What follows belongs to an exercise in optimizing a design on an open flow for small area, a short achievable clock period and few clock cycles; a production flow would make more cautious choices. Function was checked by simulation only, so behaviour that the tests miss may differ from the original. Power figures rest on the tool's default switching activity, not on a simulated workload.

### design/flow/config.mk
export PLATFORM = sky130hd
export DESIGN_NAME = dcache
export DESIGN_NICKNAME = dcache
export VERILOG_FILES = /design/flow/design.v
export SDC_FILE = /design/flow/constraint.sdc
export NUM_CORES = 8
export LEC_CHECK = 0
export CAP_MARGIN = 20
export CORE_MARGIN = 2
export CORE_UTILIZATION = 45
export PLACE_DENSITY = 0.6
export SETUP_SLACK_MARGIN = 0.2
export SLEW_MARGIN = 20
### design/flow/constraint.sdc
create_clock -name core_clock -period 13.0 [get_ports {clk}]
set_input_delay 2.6000 -clock core_clock [delete_from_list [all_inputs] [get_ports {clk}]]
set_output_delay 2.6000 -clock core_clock [all_outputs]
set_load 0.01 [all_outputs]
### design/flow/run.sh
#!/bin/bash
# synth_recipe.tcl (not shown) runs the flow's synth.tcl, then flattens the netlist and writes it again
# the make line also repeats each setting of config.mk as NAME=value (left out here)
make -C /OpenROAD-flow-scripts/flow DESIGN_CONFIG=/design/flow/config.mk WORK_HOME=/design/flow/orfs CLKGATE_MAP_FILE= SYNTH_SCRIPT=/design/flow/synth_recipe.tcl finish
### design/flow/design.v
package torrence_params;
    typedef enum logic[1:0] {
        BYTE = 2'b00,
        HALF,
        WORD
    } memory_operation_size_e;
    typedef enum logic [1:0] {
        STORE = 2'b00,
        LOAD = 2'b01,
        CLFLUSH = 2'b11,
        MO_UNKNOWN = 2'bxx
    } memory_operation_e;
    typedef enum bit [1:0] {
        UNASSIGNED,
        ICACHE,
        DCACHE,
        L2CACHE
    } cache_type_e;
    parameter LINE_SIZE = 32;
    parameter ICACHE_SIZE = 1024;
    parameter ICACHE_ASSOC = 1;
    parameter DCACHE_SIZE = 1024;
    parameter DCACHE_ASSOC = 1;
    parameter L2_SIZE = 4096;
    parameter L2_ASSOC = 4;
    parameter XLEN = 32;
endpackage
module counter #(
    parameter WIDTH = 8,
    parameter COUNT_UP = 0,
    parameter CHECK_FOR_DONE = 1
) (
    input wire clk,
    input wire reset,
    input wire counter_tick,
    output wire done,
    output logic [WIDTH-1:0] count
);
generate;
    if (COUNT_UP == 0) begin
        always_ff @(posedge clk) begin
            if (reset) begin
                count <= '1;
            end else if (counter_tick) begin
                count <= count - 'd1;
            end
        end
        if (CHECK_FOR_DONE) assign done = ~(|count);
        else                assign done = 'x;
    end else begin
        always_ff @(posedge clk) begin
            if (reset) begin
                count <= '0;
            end else if (counter_tick) begin
                count <= count + 'd1;
            end
        end
        if (CHECK_FOR_DONE) assign done = &count;
        else                assign done = 'x;
    end
endgenerate
endmodule
module dirty_bits #(
    parameter NUM_SETS = 1,
    parameter ASSOC = 1
) (
    clk,
    set,
    way,
    clear_selected_dirty_bit,
    set_selected_dirty_bit,
    selected_dirty_bit
);
localparam SET_SIZE = $clog2(NUM_SETS);
localparam ASSOC_SIZE = $clog2(ASSOC);
input wire clk;
input wire [SET_SIZE-1:0] set;
input wire [ASSOC_SIZE-1:0] way;
input wire clear_selected_dirty_bit;
input wire set_selected_dirty_bit;
output wire selected_dirty_bit;
logic [NUM_SETS-1:0][ASSOC-1:0] dirty_array;
always_ff @(posedge clk) begin
    if (clear_selected_dirty_bit) begin
        dirty_array[set][way] <= 1'b0;
    end else if (set_selected_dirty_bit) begin
        dirty_array[set][way] <= 1'b1;
    end
end
assign selected_dirty_bit = (dirty_array[set][way]);
endmodule
module metadata #(
    parameter NUM_SETS = 4,
    parameter SET_SIZE = 2,
    parameter TAG_SIZE = 30,
    parameter READ_ONLY = 0,
    parameter ASSOC = 1
) (
    clk,
    reset,
    set,
    tag,
    miss_recovery_mode,
    process_lru_counters,
    clear_selected_valid_bit,
    finish_new_line_install,
    clear_selected_dirty_bit,
    set_selected_dirty_bit,
    valid_dirty_bit,
    valid_block_match,
    selected_tag,
    selected_way
);
localparam ASSOC_SIZE = $clog2(ASSOC);
input wire clk;
input wire reset;
input wire [SET_SIZE-1:0] set;
input wire [TAG_SIZE-1:0] tag;
input wire miss_recovery_mode;
input wire process_lru_counters;
input wire clear_selected_valid_bit;
input wire finish_new_line_install;
input wire clear_selected_dirty_bit;
input wire set_selected_dirty_bit;
output wire valid_dirty_bit;
output wire valid_block_match;
output wire [TAG_SIZE-1:0] selected_tag;
output wire [ASSOC_SIZE-1:0] selected_way;
logic [NUM_SETS-1:0][ASSOC-1:0] valid_array;
logic [NUM_SETS-1:0][ASSOC-1:0][TAG_SIZE-1:0] tag_array;
logic [ASSOC-1:0] tag_comparisons;
logic [ASSOC-1:0] one_hot_valid_block_matches;
always_ff @(posedge clk) begin
    if (reset) begin
        valid_array <= '0;
    end else begin
        if (clear_selected_valid_bit) begin
            valid_array[set][selected_way] <= 1'b0;
        end else if (finish_new_line_install) begin
            valid_array[set][selected_way] <= 1'b1;
            tag_array[set][selected_way] <= tag;
        end
    end
end
always_comb begin
    for (int i = 0; i < ASSOC; i++) begin
        tag_comparisons[i] = (tag_array[set][i] == tag);
        one_hot_valid_block_matches[i] = (valid_array[set][i] & tag_comparisons[i]);
    end
end
assign valid_block_match = |one_hot_valid_block_matches;
generate;
    if (READ_ONLY == 0) begin
        wire selected_dirty_bit;
        dirty_bits #(
            .NUM_SETS(NUM_SETS),
            .ASSOC(ASSOC)
        ) dirty_bits (
            .clk(clk),
            .set(set),
            .way(selected_way),
            .clear_selected_dirty_bit(clear_selected_dirty_bit),
            .set_selected_dirty_bit(set_selected_dirty_bit),
            .selected_dirty_bit(selected_dirty_bit)
        );
        assign valid_dirty_bit = (valid_array[set][selected_way] & selected_dirty_bit);
    end else begin
        assign valid_dirty_bit = 1'b0;
    end
    if (ASSOC > 1) begin
        wire [ASSOC_SIZE-1:0] matching_way;
        wire [ASSOC_SIZE-1:0] victim_way;
        lru_counters #(
            .NUM_SETS(NUM_SETS),
            .ASSOC(ASSOC)
        ) lru_counters (
            .clk(clk),
            .reset(reset),
            .set(set),
            .selected_way(selected_way),
            .process_lru_counters(process_lru_counters),
            .victim_way(victim_way)
        );
        onehot0_to_binary #(
            .ONEHOT_WIDTH(ASSOC)
        ) matching_block_converter (
            .onehot0(one_hot_valid_block_matches),
            .binary(matching_way)
        );
        assign selected_way = (miss_recovery_mode) ? victim_way : matching_way;
    end else begin
        assign selected_way = 1'b0;
    end
endgenerate
assign selected_tag = (tag_array[set][selected_way]);
endmodule
module perf_counters #(
    parameter COUNTER_WIDTHS = 32
) (
    input wire clk,
    input wire reset,
    input wire count_hit,
    input wire count_miss,
    input wire count_read,
    input wire count_write,
    input wire count_writeback,
    output wire [COUNTER_WIDTHS-1:0] hit_value,
    output wire [COUNTER_WIDTHS-1:0] miss_value,
    output wire [COUNTER_WIDTHS-1:0] read_value,
    output wire [COUNTER_WIDTHS-1:0] write_value,
    output wire [COUNTER_WIDTHS-1:0] writeback_value
);
localparam NUM_COUNTERS = 5;  
wire [NUM_COUNTERS-1:0] count_controls;
wire [NUM_COUNTERS-1:0][COUNTER_WIDTHS-1:0] count_values;
assign count_controls = {count_hit, count_miss, count_read, count_write, count_writeback};
assign {hit_value, miss_value, read_value, write_value, writeback_value} = count_values;
genvar i;
generate;
    for (i = 0; i < NUM_COUNTERS; i = i + 1) begin
        counter #(
            .WIDTH(COUNTER_WIDTHS),
            .COUNT_UP(1),
            .CHECK_FOR_DONE(0)
        ) counter_i (
            .clk(clk),
            .reset(reset),
            .counter_tick(count_controls[i]),
            .done(),
            .count(count_values[i])
        );
    end
endgenerate
endmodule
import torrence_params::*;
module datalines #(
    parameter XLEN = 32,
    parameter NUM_SETS = 4,
    parameter SET_SIZE = 2,
    parameter WORDS_PER_LINE = 8,
    parameter FIXED_OP_SIZE = 0,
    parameter ASSOC = 1
) (
    clk,
    perform_write,
    set,
    op_size,
    word_select,
    byte_select,
    selected_way,
    word_to_store,
    fetched_word
);
generate
    if (FIXED_OP_SIZE != 0) begin
        if (FIXED_OP_SIZE % 2 != 0) $error("FIXED_OP_SIZE must be divisible by 2");
        if (FIXED_OP_SIZE != (32) && FIXED_OP_SIZE != 0) $error("FIXED_OP_SIZE value is only supported as {0, 32}");
    end
endgenerate
localparam WORD_SELECT_SIZE = $clog2(WORDS_PER_LINE);
localparam BYTE_SELECT_SIZE = $clog2((((32)) / ((8))));
localparam ASSOC_SIZE = $clog2(ASSOC);
input wire clk;
input wire perform_write;
input wire [SET_SIZE-1:0] set;
input torrence_params::memory_operation_size_e op_size;
input wire [WORD_SELECT_SIZE-1:0] word_select;
input wire [BYTE_SELECT_SIZE-1:0] byte_select;
input wire [ASSOC_SIZE-1:0] selected_way;
input wire [XLEN-1:0] word_to_store;
output logic [XLEN-1:0] fetched_word;
logic [NUM_SETS-1:0][ASSOC-1:0][WORDS_PER_LINE-1:0][(((32)) / ((8)))-1:0][(8)-1:0] data_lines;
logic [(32)-1:0] word_read;
logic [ASSOC-1:0][(32)-1:0] words_read;
logic [NUM_SETS-1:0]       w_set_active;
logic [ASSOC-1:0]          w_way_active;
logic [WORDS_PER_LINE-1:0] w_word_active;
logic [(((32)) / ((8)))-1:0] w_byte_active;
logic [(((32)) / ((8)))-1:0][(8)-1:0] write_bus;
always_comb begin : word_read_logic
    for (int i = 0; i < ASSOC; i++) begin
        words_read[i] = data_lines[set][i][word_select];
    end
    word_read = words_read[selected_way];
end
generate
    if (FIXED_OP_SIZE == 0) begin
        logic [(8)-1:0] byte_read;
        logic [(16)-1:0] half_read;
        always_comb begin : word_mapping_logic
            byte_read = word_read[byte_select*(8) +: (8)];
            half_read = word_read[byte_select[1]*(16) +: (16)];
            case (op_size)
                BYTE:    fetched_word = {24'd0, byte_read};
                HALF:    fetched_word = {16'd0, half_read};
                WORD:    fetched_word = word_read;
                default: fetched_word = 'x;
            endcase
        end
    end else if (FIXED_OP_SIZE == (32)) begin
        always_comb begin : word_mapping_logic
            fetched_word = word_read;
        end
    end
endgenerate
always_comb begin : write_matrix_logic
    for (int i_set = 0; i_set < NUM_SETS; i_set = i_set + 1) begin
        w_set_active[i_set] = set == i_set;
    end
    for (int i_way = 0; i_way < ASSOC; i_way++) begin
        w_way_active[i_way] = (selected_way == i_way);
    end
    for (int i_word = 0; i_word < WORDS_PER_LINE; i_word = i_word + 1) begin
        w_word_active[i_word] = word_select == i_word;
    end
end
generate
    if (FIXED_OP_SIZE == 0) begin
        always_comb begin : write_matrix_byte_active_logic
            case (op_size)
                BYTE:    w_byte_active = (4'b0001 << byte_select);
                HALF:    w_byte_active = (4'b0011 << {byte_select[1], 1'b0});
                WORD:    w_byte_active = (4'b1111);
                default: w_byte_active = 'x;
            endcase
        end
        always_comb begin : write_bus_logic
            unique casez (op_size)
                BYTE:    write_bus = {(((32)) / ((8))){word_to_store[(8)-1:0]}};
                HALF:    write_bus = {(((32)) / ((16))){word_to_store[(16)-1:0]}};
                WORD:    write_bus = word_to_store;
                default: write_bus = 'x;
            endcase
        end
    end else if (FIXED_OP_SIZE == (32)) begin
        assign w_byte_active = '1;
        assign write_bus = word_to_store;
    end
endgenerate
always_ff @(posedge clk) begin
    for (int s = 0; s < NUM_SETS; s++) begin
        for (int way = 0; way < ASSOC; way++) begin
            for (int w = 0; w < WORDS_PER_LINE; w++) begin
                for (int b = 0; b < (((32)) / ((8))); b++) begin
                    if (perform_write & w_set_active[s] & w_way_active[way] & w_word_active[w] & w_byte_active[b]) begin
                        data_lines[s][way][w][b] <= write_bus[b];
                    end
                end
            end
        end
    end
end
endmodule
import torrence_params::*;
module cache_controller (
    input wire clk,
    input wire reset,
    input wire req_valid,
    input torrence_params::memory_operation_e req_operation,
    output logic req_fulfilled,
    output torrence_params::memory_operation_e hmem_req_operation,
    output logic hmem_req_valid,
    input wire hmem_req_fulfilled,
    output logic miss_recovery_mode,
    output logic process_lru_counters,
    output logic clear_selected_dirty_bit,
    output logic set_selected_dirty_bit,
    output logic perform_write,
    output logic clear_selected_valid_bit,
    output logic finish_new_line_install,
    output logic set_hmem_block_address,
    output logic use_victim_tag_for_hmem_block_address,
    output logic reset_counter,
    output logic decrement_counter,
    output logic count_hit,
    output logic count_miss,
    output logic count_read,
    output logic count_write,
    output logic count_writeback,
    input wire counter_done,
    input wire valid_block_match,
    input wire valid_dirty_bit
);
typedef enum logic[1:0] {
    ST_IDLE = 2'b00,
    ST_FLUSH = 2'b01,
    ST_ALLOCATE = 2'b11,
    ST_WRITEBACK = 2'b10,
    ST_UNKNOWN = 2'bxx
} cache_state_e;
cache_state_e state, next_state, prev_state;
logic mealy_perform_write, moore_perform_write;
assign perform_write = mealy_perform_write | moore_perform_write;
always_comb begin
    {
        miss_recovery_mode,
        clear_selected_dirty_bit,
        set_selected_dirty_bit,
        mealy_perform_write,
        clear_selected_valid_bit,
        finish_new_line_install,
        set_hmem_block_address,
        use_victim_tag_for_hmem_block_address,
        reset_counter,
        req_fulfilled,
        decrement_counter,
        process_lru_counters,
        count_hit,
        count_miss,
        count_read,
        count_write,
        count_writeback
    } = '0;
    case (state)
        ST_IDLE: begin
            if (req_valid) begin
                if (req_operation == CLFLUSH) begin
                    unique casez ({valid_block_match, valid_dirty_bit})
                        2'b0?: begin : clflush_block_not_present
                            next_state = ST_IDLE;
                            req_fulfilled = 1'b1;
                        end
                        2'b10: begin : clflush_block_present_and_clean
                            next_state = ST_IDLE;
                            clear_selected_valid_bit = 1'b1;
                            req_fulfilled = 1'b1;
                        end
                        2'b11: begin : clflush_block_present_and_dirty
                            next_state = ST_FLUSH;
                            use_victim_tag_for_hmem_block_address = 1'b1;
                            set_hmem_block_address = 1'b1;
                            reset_counter = 1'b1;
                        end
                        default: begin
                            next_state = ST_UNKNOWN;
                        end
                    endcase
                end else begin
                    unique casez ({valid_block_match, valid_dirty_bit})
                        2'b00: begin : clean_miss
                            next_state = ST_ALLOCATE;
                            set_hmem_block_address = 1'b1;
                            reset_counter = 1'b1;
                            count_miss = 1'b1;
                            miss_recovery_mode = 1'b1;
                        end
                        2'b1?: begin : hit
                            next_state = ST_IDLE;
                            req_fulfilled = 1'b1;
                            process_lru_counters = 1'b1;
                            if (req_operation == STORE) begin
                                mealy_perform_write = 1'b1;
                                set_selected_dirty_bit = 1'b1;
                                count_write = 1'b1;
                            end else if (req_operation == LOAD) begin
                                count_read = 1'b1;
                            end
                            if (prev_state != ST_ALLOCATE) begin
                                count_hit = 1'b1;
                            end
                        end
                        2'b01: begin : dirty_miss
                            next_state = ST_WRITEBACK;
                            use_victim_tag_for_hmem_block_address = 1'b1;
                            set_hmem_block_address = 1'b1;
                            reset_counter = 1'b1;
                            count_miss = 1'b1;
                            count_writeback = 1'b1;
                            miss_recovery_mode = 1'b1;
                        end
                        default: begin
                            next_state = ST_UNKNOWN;
                        end
                    endcase
                end
            end else begin
                next_state = ST_IDLE;
            end
        end
        ST_WRITEBACK: begin
            if (counter_done & hmem_req_fulfilled) begin
                next_state = ST_ALLOCATE;
                set_hmem_block_address = 1'b1;
                reset_counter = 1'b1;
                clear_selected_dirty_bit = 1'b1;
                clear_selected_valid_bit = 1'b1;
            end else begin
                next_state = ST_WRITEBACK;
            end
            if (hmem_req_fulfilled) begin
                decrement_counter = 1'b1;
            end
            miss_recovery_mode = 1'b1;
        end
        ST_ALLOCATE: begin
            if (counter_done & hmem_req_fulfilled) begin
                next_state = ST_IDLE;
                finish_new_line_install = 1'b1;
                clear_selected_dirty_bit = 1'b1;
                process_lru_counters = 1'b1;
            end else begin
                next_state = ST_ALLOCATE;
            end
            if (hmem_req_fulfilled) begin
                decrement_counter = 1'b1;
            end
            miss_recovery_mode = 1'b1;
        end
        ST_FLUSH: begin
            if (counter_done & hmem_req_fulfilled) begin
                next_state = ST_IDLE;
                clear_selected_dirty_bit = 1'b1;
                clear_selected_valid_bit = 1'b1;
                req_fulfilled = 1'b1;
            end else begin
                next_state = ST_FLUSH;
            end
            if (hmem_req_fulfilled) begin
                decrement_counter = 1'b1;
            end
            miss_recovery_mode = 1'b1;
        end
        default: begin
            next_state = ST_UNKNOWN;
            {
                miss_recovery_mode,
                clear_selected_dirty_bit,
                set_selected_dirty_bit,
                mealy_perform_write,
                clear_selected_valid_bit,
                finish_new_line_install,
                set_hmem_block_address,
                use_victim_tag_for_hmem_block_address,
                reset_counter,
                req_fulfilled,
                decrement_counter,
                process_lru_counters
            } = 'x;
        end
    endcase
end
always_comb begin
    hmem_req_operation = LOAD;
    hmem_req_valid = 1'b0;
    moore_perform_write = 1'b0;
    case (state)
        ST_IDLE: begin
        end
        ST_ALLOCATE: begin
            hmem_req_operation = LOAD;
            hmem_req_valid = 1'b1;
            moore_perform_write = 1'b1;
        end
        ST_FLUSH, ST_WRITEBACK: begin
            hmem_req_operation = STORE;
            hmem_req_valid = 1'b1;
        end
        default: begin
            hmem_req_operation = MO_UNKNOWN;
            hmem_req_valid = 1'bx;
            moore_perform_write = 1'bx;
        end
    endcase
end
always_ff @(posedge clk) begin
    if (reset) begin
        state <= ST_IDLE;
        prev_state <= ST_IDLE;
    end else begin
        state <= next_state;
        prev_state <= state;
    end
end
endmodule
import torrence_params::*;
module cache_datapath #(
    parameter LINE_SIZE = 32,  
    parameter CACHE_SIZE = 1024,
    parameter XLEN = 32,
    parameter READ_ONLY = 0,
    parameter FIXED_OP_SIZE = 0,
    parameter ASSOC = 1
) (
    input wire clk,
    input wire reset,
    input wire [XLEN-1:0] req_address,
    input torrence_params::memory_operation_size_e req_size,
    input wire [XLEN-1:0] req_store_word,
    output wire [XLEN-1:0] req_loaded_word,
    output wire [XLEN-1:0] hmem_req_address,
    output wire [XLEN-1:0] hmem_req_store_word,
    input wire [XLEN-1:0] hmem_req_loaded_word,
    input wire miss_recovery_mode,
    input wire process_lru_counters,
    input wire clear_selected_dirty_bit,
    input wire set_selected_dirty_bit,
    input wire perform_write,
    input wire clear_selected_valid_bit,
    input wire finish_new_line_install,
    input wire set_hmem_block_address,
    input wire use_victim_tag_for_hmem_block_address,
    input wire reset_counter,
    input wire decrement_counter,
    input wire count_hit,
    input wire count_miss,
    input wire count_read,
    input wire count_write,
    input wire count_writeback,
    output wire counter_done,
    output wire valid_block_match,
    output wire valid_dirty_bit,
    output wire [XLEN-1:0] hit_value,
    output wire [XLEN-1:0] miss_value,
    output wire [XLEN-1:0] read_value,
    output wire [XLEN-1:0] write_value,
    output wire [XLEN-1:0] writeback_value
);
generate;
    if ((LINE_SIZE % 4 != 0)  || (CACHE_SIZE % 4 != 0)) $error("LINE_SIZE (", LINE_SIZE, ") and CACHE_SIZE (", CACHE_SIZE, ") MUST BE DIVISIBLE BY 4");
    if (LINE_SIZE > CACHE_SIZE) $error("LINE_SIZE (", LINE_SIZE, ") MAY NOT EXCEED CACHE_SIZE (", CACHE_SIZE, ")");
    if (XLEN != (32)) $error("XLEN VALUES OTHER THAN `WORD (", (32), ") ARE NOT SUPPORTED");
endgenerate
localparam NUM_SETS = CACHE_SIZE / (LINE_SIZE * ASSOC);
localparam OFS_SIZE = $clog2(LINE_SIZE),
           SET_SIZE = $clog2(NUM_SETS),
           TAG_SIZE = XLEN - (SET_SIZE + OFS_SIZE);
localparam WORDS_PER_LINE = LINE_SIZE / (((32)) / ((8)));
localparam BYTE_SELECT_SIZE = $clog2((((32)) / ((8))));
localparam WORD_SELECT_SIZE = OFS_SIZE - BYTE_SELECT_SIZE;
localparam ASSOC_WIDTH = $clog2(ASSOC);
wire [WORD_SELECT_SIZE-1:0] req_word_select, word_select;
wire [BYTE_SELECT_SIZE-1:0] req_byte_select, byte_select;
torrence_params::memory_operation_size_e op_size;
logic [XLEN-OFS_SIZE-1:0] hmem_block_address;
wire [XLEN-1:0] word_to_store;
wire [SET_SIZE-1:0] req_set;
wire [TAG_SIZE-1:0] req_tag;
wire [XLEN-1:0] fetched_word;
wire [WORD_SELECT_SIZE-1:0] counter_out;
wire [TAG_SIZE-1:0] selected_tag;
wire [ASSOC_WIDTH-1:0] selected_way;
assign {req_tag, req_set, req_word_select, req_byte_select} = req_address;
assign word_select   = miss_recovery_mode ? counter_out             : req_word_select;
assign byte_select   = miss_recovery_mode ? '0                      : req_byte_select;
assign word_to_store = miss_recovery_mode ? hmem_req_loaded_word : req_store_word;
assign op_size       = miss_recovery_mode ? WORD                    : req_size;
generate
    if (READ_ONLY == 0) begin
        always_ff @(posedge clk) begin
            if (set_hmem_block_address) begin
                hmem_block_address <= {
                    use_victim_tag_for_hmem_block_address ? selected_tag : req_tag,
                    req_set
                };
            end
        end
    end else begin
        always_ff @(posedge clk) begin
            if (set_hmem_block_address) begin
                hmem_block_address <= {req_tag, req_set};
            end
        end
    end
endgenerate
assign hmem_req_address = {hmem_block_address, counter_out, {BYTE_SELECT_SIZE{1'b0}}};
metadata #(
    .NUM_SETS(NUM_SETS),
    .SET_SIZE(SET_SIZE),
    .TAG_SIZE(TAG_SIZE),
    .READ_ONLY(READ_ONLY),
    .ASSOC(ASSOC)
) metadata (
    .clk(clk),
    .reset(reset),
    .set(req_set),
    .tag(req_tag),
    .miss_recovery_mode(miss_recovery_mode),
    .process_lru_counters(process_lru_counters),
    .clear_selected_valid_bit(clear_selected_valid_bit),
    .finish_new_line_install(finish_new_line_install),
    .clear_selected_dirty_bit(clear_selected_dirty_bit),
    .set_selected_dirty_bit(set_selected_dirty_bit),
    .valid_dirty_bit(valid_dirty_bit),
    .valid_block_match(valid_block_match),
    .selected_tag(selected_tag),
    .selected_way(selected_way)
);
datalines #(
    .XLEN(XLEN),
    .NUM_SETS(NUM_SETS),
    .SET_SIZE(SET_SIZE),
    .WORDS_PER_LINE(WORDS_PER_LINE),
    .FIXED_OP_SIZE(FIXED_OP_SIZE),
    .ASSOC(ASSOC)
) data (
    .clk(clk),
    .set(req_set),
    .perform_write(perform_write),
    .op_size(op_size),
    .word_select(word_select),
    .byte_select(byte_select),
    .selected_way(selected_way),
    .word_to_store(word_to_store),
    .fetched_word(fetched_word)
);
counter #(
    .WIDTH(WORD_SELECT_SIZE),
    .COUNT_UP(0),
    .CHECK_FOR_DONE(1)
) count (
    .clk(clk),
    .reset(reset_counter),
    .counter_tick(decrement_counter),
    .done(counter_done),
    .count(counter_out)
);
assign req_loaded_word = fetched_word;
assign hmem_req_store_word = fetched_word;
perf_counters #(
    .COUNTER_WIDTHS(XLEN)
) perf (
    .clk(clk),
    .reset(reset),
    .count_hit(count_hit),
    .count_miss(count_miss),
    .count_read(count_read),
    .count_write(count_write),
    .count_writeback(count_writeback),
    .hit_value(hit_value),
    .miss_value(miss_value),
    .read_value(read_value),
    .write_value(write_value),
    .writeback_value(writeback_value)
);
endmodule
import torrence_params::*;
module dcache #(
    parameter LINE_SIZE = 32,  
    parameter CACHE_SIZE = 512,  
    parameter XLEN = 32  
) (
    input wire clk,
    input wire reset,
    input wire [XLEN-1:0] req_address,
    input wire [1:0] req_operation,
    input wire [1:0] req_size,
    input wire [XLEN-1:0] req_store_word,
    input wire req_valid,
    output wire [XLEN-1:0] req_loaded_word,
    output wire req_fulfilled,
    output wire [XLEN-1:0] hmem_req_address,
    output wire [1:0] hmem_req_operation,
    output wire [XLEN-1:0] hmem_req_store_word,
    output wire hmem_req_valid,
    input wire [XLEN-1:0] hmem_req_loaded_word,
    input wire hmem_req_fulfilled,
    output wire [XLEN-1:0] hit_value,
    output wire [XLEN-1:0] miss_value,
    output wire [XLEN-1:0] read_value,
    output wire [XLEN-1:0] write_value,
    output wire [XLEN-1:0] writeback_value
);
localparam READ_ONLY = 0;
localparam FIXED_OP_SIZE = 0;
localparam ASSOC = 1;
wire miss_recovery_mode;
wire process_lru_counters;
wire clear_selected_dirty_bit;
wire set_selected_dirty_bit;
wire perform_write;
wire clear_selected_valid_bit;
wire finish_new_line_install;
wire set_hmem_block_address;
wire use_victim_tag_for_hmem_block_address;
wire reset_counter;
wire decrement_counter;
wire count_hit;
wire count_miss;
wire count_read;
wire count_write;
wire count_writeback;
wire counter_done;
wire valid_block_match;
wire valid_dirty_bit;
torrence_params::memory_operation_e req_operation_e;
torrence_params::memory_operation_size_e req_size_e;
torrence_params::memory_operation_e hmem_req_operation_e;
assign req_operation_e = torrence_params::memory_operation_e'(req_operation);
assign req_size_e = torrence_params::memory_operation_size_e'(req_size);
assign hmem_req_operation = hmem_req_operation_e;
cache_datapath #(
    .LINE_SIZE(LINE_SIZE),
    .CACHE_SIZE(CACHE_SIZE),
    .XLEN(XLEN),
    .READ_ONLY(READ_ONLY),
    .FIXED_OP_SIZE(FIXED_OP_SIZE),
    .ASSOC(ASSOC)
) datapath (
    .clk(clk),
    .reset(reset),
    .req_address(req_address),
    .req_size(req_size_e),
    .req_store_word(req_store_word),
    .req_loaded_word(req_loaded_word),
    .hmem_req_address(hmem_req_address),
    .hmem_req_store_word(hmem_req_store_word),
    .hmem_req_loaded_word(hmem_req_loaded_word),
    .miss_recovery_mode(miss_recovery_mode),
    .process_lru_counters(process_lru_counters),
    .clear_selected_dirty_bit(clear_selected_dirty_bit),
    .set_selected_dirty_bit(set_selected_dirty_bit),
    .perform_write(perform_write),
    .clear_selected_valid_bit(clear_selected_valid_bit),
    .finish_new_line_install(finish_new_line_install),
    .set_hmem_block_address(set_hmem_block_address),
    .use_victim_tag_for_hmem_block_address(use_victim_tag_for_hmem_block_address),
    .reset_counter(reset_counter),
    .decrement_counter(decrement_counter),
    .count_hit(count_hit),
    .count_miss(count_miss),
    .count_read(count_read),
    .count_write(count_write),
    .count_writeback(count_writeback),
    .counter_done(counter_done),
    .valid_block_match(valid_block_match),
    .valid_dirty_bit(valid_dirty_bit),
    .hit_value(hit_value),
    .miss_value(miss_value),
    .read_value(read_value),
    .write_value(write_value),
    .writeback_value(writeback_value)
);
cache_controller controller (
    .clk(clk),
    .reset(reset),
    .req_valid(req_valid),
    .req_operation(req_operation_e),
    .req_fulfilled(req_fulfilled),
    .hmem_req_operation(hmem_req_operation_e),
    .hmem_req_valid(hmem_req_valid),
    .hmem_req_fulfilled(hmem_req_fulfilled),
    .miss_recovery_mode(miss_recovery_mode),
    .process_lru_counters(process_lru_counters),
    .clear_selected_dirty_bit(clear_selected_dirty_bit),
    .set_selected_dirty_bit(set_selected_dirty_bit),
    .perform_write(perform_write),
    .clear_selected_valid_bit(clear_selected_valid_bit),
    .finish_new_line_install(finish_new_line_install),
    .set_hmem_block_address(set_hmem_block_address),
    .use_victim_tag_for_hmem_block_address(use_victim_tag_for_hmem_block_address),
    .reset_counter(reset_counter),
    .decrement_counter(decrement_counter),
    .count_hit(count_hit),
    .count_miss(count_miss),
    .count_read(count_read),
    .count_write(count_write),
    .count_writeback(count_writeback),
    .counter_done(counter_done),
    .valid_block_match(valid_block_match),
    .valid_dirty_bit(valid_dirty_bit)
);
endmodule
==> metrics.log <==
[metrics] result of the run: finished clean
[metrics] cells along the critical path: buf_4, inv_2, mux2i_1, mux2i_1, xnor2_1, buf_4, nand3_1, or4b_4, or4_4, nand3_4, buf_12, buf_12, buf_4, nand2_1, nand4_1, a31oi_1, or4_4, nor4_4, buf_12, nand2_1, a31o_1, a221oi_4, buf_4, clkdlybuf4s50_1
[metrics] predominant post-synthesis flop cell: sky130_fd_sc_hd__edfxtp_1
[metrics] setup repair after global routing missed its margin: true
[metrics] TritonCTS clock tree: built
[metrics] post-synthesis area per instance: approximately 14 um2
[metrics] clock latency at the later pin of the worst-skew pair: 1.05 ns
[metrics] final critical path time including I/O delays and setup: 12.87 ns
[metrics] die area: between 0.4 and 0.5 mm2
[metrics] count of unique library cells instantiated by Yosys: 99
[metrics] cell area after synthesis: 0.1909 mm2
[metrics] number of enable-type register cells in the synthesized netlist: roughly 4,500
[metrics] number of nets with antenna violations after routing: 0
[metrics] number of warning messages in the yosys log: 7
[metrics] startpoint type of the worst setup path: primary input
[metrics] count of buffer and inverter cells on the critical path: 9
[metrics] Fmax achieved: just under 0.08 GHz
[metrics] clk_skew: roughly 0.13 ns
[metrics] maximum buffer depth of the clock tree: 4
[metrics] IR Drop Worst-Case VDD: ~0.15 mV
[metrics] Seq cells post-synth: roughly 4,700
[metrics] Required @ worst endpoint: 10.40 ns
[metrics] CP Max Fanout: 27
[metrics] CTS clock-pin slew for the worst setup and hold paths: 0.06 ns
[metrics] Slew headroom: about a tenth
[metrics] TritonCTS Buffers: 469
[metrics] actual slew at the worst max-slew pin: 1.356 ns
[metrics] per-cell routed wire length: approximately 35 um
[metrics] Final Slew Violations: 0
[metrics] hold buffer count at CTS: 0
[metrics] sequential-to-total area share from yosys stat: 72.81%
[metrics] Leakage Power: approximately 72 nW
[metrics] type of the worst setup path: in2out
[metrics] Detailed Route WL: 719,500 um
[metrics] cell family contributing the most delay on the critical path: simple AND/OR/NAND/NOR gates
[metrics] fraction of synthesis flops using an asynchronous set or reset pin: 0%
[metrics] number of remaining DRC errors: 0
[metrics] most common cell after layout, fill and taps aside: sky130_fd_sc_hd__edfxtp_1
[metrics] Vert. Die Dim: 655.4 um
[metrics] Chip Width: between 600 and 700 um
[metrics] sum of negative setup slack: 0 ns
[metrics] Setup-failing EPs final: 0
[metrics] H-tree lvl count: 5
[metrics] antenna violations before repair: 103
[metrics] total global routing track utilization: roughly a third
[metrics] via total after detailed routing: roughly 130k
[metrics] DRT iter0 DRCs: 21,500
[metrics] row count: 239
[metrics] Port Buffer Count: 360
[metrics] clock tree root buffer cell: sky130_fd_sc_hd__clkbuf_16
[metrics] fraction of final layout cells sized beyond drive strength 1: 12.45%
[metrics] global placement routability congestion: 0.9592
[metrics] Final nets: 14,310
[metrics] final hold violations: 0
[metrics] Crit path largest cell delay: 0.73 ns
[metrics] Top-Level Pins: 364
[metrics] Detail Placement HPWL: 456,400 um
[metrics] Worst Setup End Kind: primary output
[metrics] PwrDens: approximately 170 mW/mm2
[metrics] worst hold path class: reg2reg
[metrics] area overhead of the layout relative to synthesis: 15.45%
[metrics] clock sinks: 4,690
[metrics] filler instances: 35,210
[metrics] Max-cap violations: 0
[metrics] leftover overflow at the end of global routing: 0
[metrics] largest net degree at the start of global routing: about 130
[metrics] vias in the first global route: 122,900
[metrics] arrival time at the worst endpoint: 10.27 ns
[metrics] CP dominant cell by count: sky130_fd_sc_hd__buf_4
[metrics] number of iterations in the first detailed-routing pass: 11
[metrics] first-pass GRT wire length: 987,100 um
[metrics] Synth Instances: 13,660
[metrics] cell with the biggest individual delay on the critical path: sky130_fd_sc_hd__nor4_4
[metrics] final hold slack: 0.4877 ns
[metrics] final critical-path share of the clock period: just under 100%
[metrics] Std-Cell Core Area: around 0.42 mm2
[metrics] most used cells in the layout excluding fill and tap cells: sky130_fd_sc_hd__edfxtp_1 (4,507), sky130_fd_sc_hd__nand2_1 (2,462), sky130_fd_sc_hd__nor2_1 (851)
[metrics] routed vias/inst: roughly 6.6
[metrics] initial cell density of the core: 45.12%
## repair_timing
action	4_1_cts	5_1_grt
setup buffers	13	3
cloned	1	4
pin swaps	4	10
setup endpoints to repair	48	18
resized for setup	34	35
## final timing paths
kind / start / slack (ns) / end / cells past startpoint
setup reg to reg: datapath.metadata.tag_array[200] / 5.03 / datapath.data.data_lines[2859] / 21
hold reg to reg: datapath.perf.genblk1[0].counter_i.count[31] / 0.49 / datapath.perf.genblk1[0].counter_i.count[31] / 2
setup / recovery: req_address[7] / 0.13 / req_loaded_word[5] / 24
hold / removal: datapath.perf.genblk1[0].counter_i.count[31] / 0.49 / datapath.perf.genblk1[0].counter_i.count[31] / 2
## registers in the layout, indices dropped and copies added, names as in the netlist, named ones only
signal	flops
controller.prev_state	2
controller.state	2
datapath.count.count	3
datapath.data.data_lines	4096
datapath.hmem_block_address	27
datapath.metadata.tag_array	368
datapath.perf.genblk1.counter_i.count	160
## kinds of logic (layout without fill, tap and decap cells)
| kind of cell | count (synthesis) | count (layout) | share of synthesized area [%] |
|---|---|---|---|
| AOI/OAI and AO/OA | 2834 | 2834 | 10.81 |
| xor gates and xnor gates | 162 | 162 | 0.7432 |
| adders and majority gates | 17 | 17 | 0.1114 |
| buffers and inverters | 1142 | 2055 | 2.896 |
| DFF | 4690 | 4690 | 72.81 |
| muxes | 438 | 438 | 2.783 |
| other | 1 | 127 | 0.001964 |
| and+or+nand+nor | 4377 | 4377 | 9.850 |
## cells in the mapped netlist (48+ instances only)
cell type                   number  share of area [%]
sky130_fd_sc_hd__o22ai_1       168               0.55
sky130_fd_sc_hd__clkbuf_1      412               0.81
sky130_fd_sc_hd__xnor2_1        48               0.22
sky130_fd_sc_hd__a311oi_1      176               0.81
sky130_fd_sc_hd__nand3_1       312               0.82
sky130_fd_sc_hd__edfxtp_1     4507                 71
sky130_fd_sc_hd__a31oi_1       566                1.9
sky130_fd_sc_hd__mux4_2         65               0.77
sky130_fd_sc_hd__buf_4         141               0.55
sky130_fd_sc_hd__mux2i_1       289                1.5
sky130_fd_sc_hd__and3_1         73               0.24
sky130_fd_sc_hd__and4_1        148               0.68
sky130_fd_sc_hd__nor3_1        202               0.53
sky130_fd_sc_hd__o32ai_1        79               0.36
sky130_fd_sc_hd__buf_2         460                1.2
sky130_fd_sc_hd__a22oi_1        54               0.21
sky130_fd_sc_hd__nor2_1        883                1.7
sky130_fd_sc_hd__a21oi_1       124               0.33
sky130_fd_sc_hd__nor4_1         59               0.19
sky130_fd_sc_hd__dfxtp_1       183                1.9
sky130_fd_sc_hd__o221ai_1      619                2.8
sky130_fd_sc_hd__inv_1          48              0.094
sky130_fd_sc_hd__a211oi_1      201               0.79
sky130_fd_sc_hd__a2111oi_0      53               0.24
sky130_fd_sc_hd__nand4_1        62               0.20
sky130_fd_sc_hd__o21ai_0       441                1.2
sky130_fd_sc_hd__xor2_1        114               0.52
sky130_fd_sc_hd__mux2_2         82               0.48
sky130_fd_sc_hd__buf_1          58               0.11
sky130_fd_sc_hd__nand2_1      2490                4.9
## worst register-to-register path, cell delays in order (launching register included)
cell	delay, ns
sky130_fd_sc_hd__edfxtp_1	0.40
sky130_fd_sc_hd__mux4_2	0.49
sky130_fd_sc_hd__mux2i_1	0.23
sky130_fd_sc_hd__xnor2_1	0.12
sky130_fd_sc_hd__nor4_2	0.45
sky130_fd_sc_hd__a41oi_2	0.16
sky130_fd_sc_hd__a211oi_1	0.61
sky130_fd_sc_hd__nand3_1	0.31
sky130_fd_sc_hd__a21oi_2	0.22
sky130_fd_sc_hd__buf_4	0.33
sky130_fd_sc_hd__nand2_1	0.18
sky130_fd_sc_hd__inv_1	0.08
sky130_fd_sc_hd__ha_1	0.35
sky130_fd_sc_hd__inv_1	0.42
sky130_fd_sc_hd__nor2_1	0.59
sky130_fd_sc_hd__nor2_1	0.16
sky130_fd_sc_hd__nor2_1	0.59
sky130_fd_sc_hd__a21oi_4	0.04
sky130_fd_sc_hd__buf_4	0.34
sky130_fd_sc_hd__nand2b_1	0.24
sky130_fd_sc_hd__buf_4	0.32
sky130_fd_sc_hd__nor2_1	0.94
## where the power goes
part / total (mW) / switching (mW) / leakage (nW) / internal (mW)
logic: 6.84 / 4.93 / 22.6 / 1.91
clock network: 13.2 / 5.97 / 7.13 / 7.23
registers: 17.2 / 0.00702 / 42.2 / 17.2
## metrics by stage
stage,std cells,setup WS [ns],util (%),instance area (um2),total power [mW]
3_3_place_gp,19350,-1.421,48.36,204600,24.01
4_1_cts,20230,0.2180,51.94,219800,37.00
2_1_floorplan,13660,-1.460,-,191000,21.01
5_1_grt,20260,0.1606,52.03,220100,37.97
6_report,20360,0.1253,52.09,220400,37.26
3_5_place_dp,19350,-1.215,48.38,204700,24.06
## layer usage
layer | routed length (um) | vias to the layer above | track usage (%)
met1 | 262900 | 67570 | 43.51
met5 | 627 | - | 0.4592
met2 | 310900 | 10180 | 47.23
met4 | 45670 | 50 | 18.48
met3 | 99500 | 1877 | 9.928
li1 | - | 54440 | -
## cell type report
class | instances | area (um2) | area share, %
Multi-Input combinational cell | 7831 | 47700 | 21.64
Sequential cell | 4690 | 139000 | 63.07
Clock buffer | 606 | 12410 | 5.629
Inverter | 51 | 219.0 | 0.09934
Antenna cell | 124 | 310.3 | 0.1408
Tap cell | 5663 | 7086 | 3.215
Timing Repair Buffer | 1141 | 11420 | 5.183
Clock inverter | 257 | 2261 | 1.026
Testbench counts, summed over its fixed seeds: cycles 297,341.

-- afterwards: timing with drivers on the ports --
How much do the figures lean on ideal ports? The routed layout below was timed once more, with nothing changed but the port constraints.
Step 1: set_driving_cell puts a clkbuf_16 on clk and a buf_2 on each other input, an assumption about the parent block.
Step 2 moves the port delays by t, midway between the first and last clock arrival at a register: inputs arrive t later, outputs are due t later. That takes back most of the time a late clock gives input paths.
a / b / c = ideal ports / drivers / drivers and shift; a / b = the first two.
shift t [ns]: 1.126
setup slack, ns: 0.125 / -0.043 / -0.043
hold slack, ns: 0.488 / 0.488 / 0.488
worst slew at a driven data input, ns: 0.21
pins driven straight from the clock port: 1
With both steps, setup timing fails in this run, where it was met with ideal ports. For this run, drivers alone change the setup slack by -0.168 ns; drivers and shift together by -0.168 ns.
